Source: an optimization exercise on an open RTL-to-GDS flow (aim: small area). Production flows keep margins and buffers that such runs may drop.
In this exercise RTL edits were held to simulation tests only and were not proved equivalent to the original.
The clock port is modelled as an ideal driver, which makes a skipped or thinned clock tree look cheaper than it is; a real chip needs a root buffer or a tree.
No activity file was given, so power comes from the tool's default toggle rates.

Setup of orange:
==> module calc_core, before the edit <==
module calc_core(clk, rst, key_valid, key_value, ready, seg);
	input         clk;
	input         rst;
	input         key_valid;
	input  [3:0]  key_value;
	output        ready;
	output [47:0] seg;
	reg    [11:0] nd;     
	reg    [19:0] r;      
	reg    [23:0] dsp;    
	reg           c;      
	reg           ar;     
	reg    [1:0]  op;     
	reg           busy;
	reg           ph;     
	reg    [4:0]  cnt;    
	wire          is_op, is_clr, is_eq, is_dig;
	wire   [3:0]  dcode;
	wire   [9:0]  nb;
	wire   [11:0] nn;
	wire   [15:0] opc   = {4'd15, 4'd14, 4'd13, 4'd12};
	wire   [15:0] issym = 16'b1111x0000000000x;
	wire   [23:0] dd;
assign ready = ~busy;
wire take = key_valid & ~busy;
sign_reg   u_key (.key_value(key_value), .is_op(is_op), .is_clr(is_clr),
                  .is_eq(is_eq), .is_dig(is_dig), .dcode(dcode));
number_reg u_num (.nd(nd), .dcode(dcode), .nn(nn), .nb(nb));
wire [10:0] acc  = dsp[23:13];
wire        div  = c & (op == 2'd3);
wire        mul  = c & (op == 2'd2);
wire        sub  = c & (op == 2'd1);
wire        rbit = (r[0] ^ sub) & c;
wire        addn = mul ? r[0] : (cnt == 5'd1);
wire [10:0] b_in = div ? ~{1'b0, nb} : (addn ? {1'b0, nb} : 11'd0);
wire [11:0] sum  = {1'b0, acc} + {1'b0, b_in} + {11'd0, div | (~mul & rbit)};
wire        q    = sum[11];
wire        last = (ph | ~div) ? (cnt == 5'd6) : (cnt == 5'd13);
processor  u_dd  (.d(dsp), .cin(r[19]), .o(dd));
drive_tube u_seg (.dsp(dsp), .seg(seg));
wire [23:0] ZERO = {20'd0, 4'd10};
always @(posedge clk) begin
	if (rst) begin
		nd   <= {8'd0, 4'd10};
		r    <= 20'd0;
		dsp  <= ZERO;
		c    <= 1'b0;
		ar   <= 1'b0;
		op   <= 2'd0;
		ph   <= 1'b0;
		busy <= 1'b0;
		cnt  <= 5'd1;
	end
	else if (busy) begin
		cnt <= last ? 5'd1 : {cnt[3:0], cnt[4] ^ cnt[2]};
		if (!ph) begin
			if (div) begin
				dsp[23:13] <= {q ? sum[9:0] : acc[9:0], r[19]};
				r          <= {r[18:0], q};
			end
			else begin
				dsp[23:13] <= {1'b0, sum[10:1]};
				r          <= {sum[0] ^ sub, r[19:1]};
			end
			if (last) begin
				if (c) begin
					ph  <= 1'b1;
					dsp <= ZERO;
				end
				else begin
					busy       <= 1'b0;
					dsp[23:13] <= 11'd0;
					nd         <= {8'd0, 4'd10};
				end
			end
		end
		else begin
			dsp <= dd;
			r   <= {r[18:0], r[19]};
			if (last) busy <= 1'b0;
		end
	end
	else if (take) begin
		if (is_dig) begin
			nd <= nn;
			if (!c) dsp <= {12'd0, nn};
			else if (issym[dsp[3:0]]) begin
				dsp  <= ZERO;
				busy <= 1'b1;
				ph   <= 1'b1;
			end
		end
		if (is_op) begin
			ar  <= 1'b1;
			op  <= key_value[3:2];
			dsp <= {20'd0, opc[4*key_value[3:2] +: 4]};
			ph  <= 1'b0;
			if (c) nd <= {8'd0, 4'd10};
			else   busy <= 1'b1;
		end
		if (is_clr) begin
			ar  <= 1'b0;
			c   <= 1'b0;
			r   <= 20'd0;
			nd  <= {8'd0, 4'd10};
			dsp <= ZERO;
		end
		if (is_eq) begin
			c    <= 1'b1;
			ph   <= ~ar;
			busy <= 1'b1;
			dsp  <= ZERO;
		end
	end
end
endmodule
==> flow/config.mk <==
export PLATFORM = sky130hd
export DESIGN_NAME = calc_core
export DESIGN_NICKNAME = calc_core
export VERILOG_FILES = /design/flow/design.v
export SDC_FILE = /design/flow/constraint.sdc
export NUM_CORES = 4
export LEC_CHECK = 0
export CAP_MARGIN = 20
export CORE_MARGIN = 2
export CORE_UTILIZATION = 40
export PLACE_DENSITY = 0.6
export SLEW_MARGIN = 20
==> flow/constraint.sdc <==
create_clock -name core_clock -period 60.0 [get_ports {clk}]
set_input_delay 12.0000 -clock core_clock [delete_from_list [all_inputs] [get_ports {clk}]]
set_output_delay 12.0000 -clock core_clock [all_outputs]
set_load 0.01 [all_outputs]
standard.sh (not shown) runs the stock make flow with config.mk's settings and CLKGATE_MAP_FILE= SYNTH_SCRIPT=/design/flow/synth_recipe.tcl, a recipe that flattens the netlist after the stock synthesis.
==> flow/flow/run.sh <==
#!/bin/bash
# The standard layout (standard.sh) with area-oriented settings:
# - synthesis through flow/synth.tcl, which is synth_recipe.tcl with the ABC
#   script swapped for flow/area.abc (deep AIG optimisation, then area
#   mapping); no adder-cell extraction (ADDER_MAP_FILE empty). Registers are
#   mapped exactly as in the standard synthesis.
# - one-site port buffers (every input and output port is buffered).
# - a two-level clock tree built by flow/cts.tcl (six leaf clock buffers
#   at the centres of six register groups, one root buffer on the clock
#   port) in place of ORFS's clock_tree_synthesis.
# All tool output goes to standard.log and ORFS's own logs under orfs/.
F=$(pwd)/flow
export MY_ABC_SCRIPT=$F/area.abc
bash standard.sh ADDER_MAP_FILE= SYNTH_SCRIPT=$F/synth.tcl \
	"BUFFER_PORTS_ARGS=-buffer_cell sky130_fd_sc_hd__buf_1" \
	PRE_CTS_TCL=$F/cts.tcl \
	finish > standard.log 2>&1
Other scripts of this flow, unchanged in this note and not shown: flow/flow/area.abc, flow/flow/cts.tcl, flow/flow/synth.tcl
## Diff of input files: blue against orange
--- a/flow/design.v
+++ b/flow/design.v
@@ -118,9 +118,9 @@
 	reg           ar;     
 	reg    [1:0]  op;     
 	reg           busy;
 	reg           ph;     
-	reg    [4:0]  cnt;    
+	reg    [4:0]  cnt;
 	wire          is_op, is_clr, is_eq, is_dig;
 	wire   [3:0]  dcode;
 	wire   [9:0]  nb;
 	wire   [11:0] nn;
@@ -136,13 +136,13 @@
 wire        div  = c & (op == 2'd3);
 wire        mul  = c & (op == 2'd2);
 wire        sub  = c & (op == 2'd1);
 wire        rbit = (r[0] ^ sub) & c;
-wire        addn = mul ? r[0] : (cnt == 5'd1);
+wire        addn = mul ? r[0] : (cnt == 5'd0);
 wire [10:0] b_in = div ? ~{1'b0, nb} : (addn ? {1'b0, nb} : 11'd0);
 wire [11:0] sum  = {1'b0, acc} + {1'b0, b_in} + {11'd0, div | (~mul & rbit)};
 wire        q    = sum[11];
-wire        last = (ph | ~div) ? (cnt == 5'd6) : (cnt == 5'd13);
+wire        last = (ph | ~div) ? (cnt == 5'd19) : (cnt == 5'd20);
 processor  u_dd  (.d(dsp), .cin(r[19]), .o(dd));
 drive_tube u_seg (.dsp(dsp), .seg(seg));
 wire [23:0] ZERO = {20'd0, 4'd10};
 always @(posedge clk) begin
@@ -154,12 +154,12 @@
 		ar   <= 1'b0;
 		op   <= 2'd0;
 		ph   <= 1'b0;
 		busy <= 1'b0;
-		cnt  <= 5'd1;
+		cnt  <= 5'd0;
 	end
 	else if (busy) begin
-		cnt <= last ? 5'd1 : {cnt[3:0], cnt[4] ^ cnt[2]};
+		cnt <= last ? 5'd0 : cnt + 5'd1;
 		if (!ph) begin
 			if (div) begin
 				dsp[23:13] <= {q ? sum[9:0] : acc[9:0], r[19]};
 				r          <= {r[18:0], q};
Notes after the runs:
- First element of the critical path = rst: blue; first element of the critical path = dsp[5]$_SDFFE_PP0P_: orange
- Relative to orange, the relative contribution of combinational cells to total power of blue is lower by 8.7 points.
- In the reports for blue and orange, the larger share of the synthesized area in compound gates (AO/OA/AOI/OAI) belongs to orange.
- Via count normalized by instance count came out lower on blue than on orange.
- Setup slack in blue is 0.45 ns lower than in orange
- Compared with orange, blue shows a lower summed area of non-filler cells in the final layout.
- No stage failed in blue, and the final checks on the layout all came back clean.
No run of this note takes its clock network from TritonCTS; it comes from the design's own scripts or RTL.

port drivers added, routing unchanged:
No port has a modelled driver above. Below, the same layouts with a new extraction and two added sets of constraints.
Step 1 sets driving cells, clkbuf_16 on the clock port and buf_2 on the other inputs (assumed; they add their load-dependent delay and slew).
Step 2 adds t to the input delays and takes it off the output delays; t is the mean of the earliest and latest rising clock arrival at the registers after step 1. Input paths then give back, and output paths get back, about the clock's delay inside the block.
Three values: ideal, step 1, step 2; two values: the first two.
| run | t, ns | setup WS [ns] | worst setup path at the end |
|---|---|---|---|
| orange | 0.372 | 45.834 / 45.802 / 45.661 | input to register |
| blue | 0.364 | 45.381 / 45.393 / 45.029 | input to register |
After both steps every run listed still meets setup and hold. For blue, which loses most, drivers alone change the setup slack by +0.012 ns; drivers and shift together by -0.352 ns.
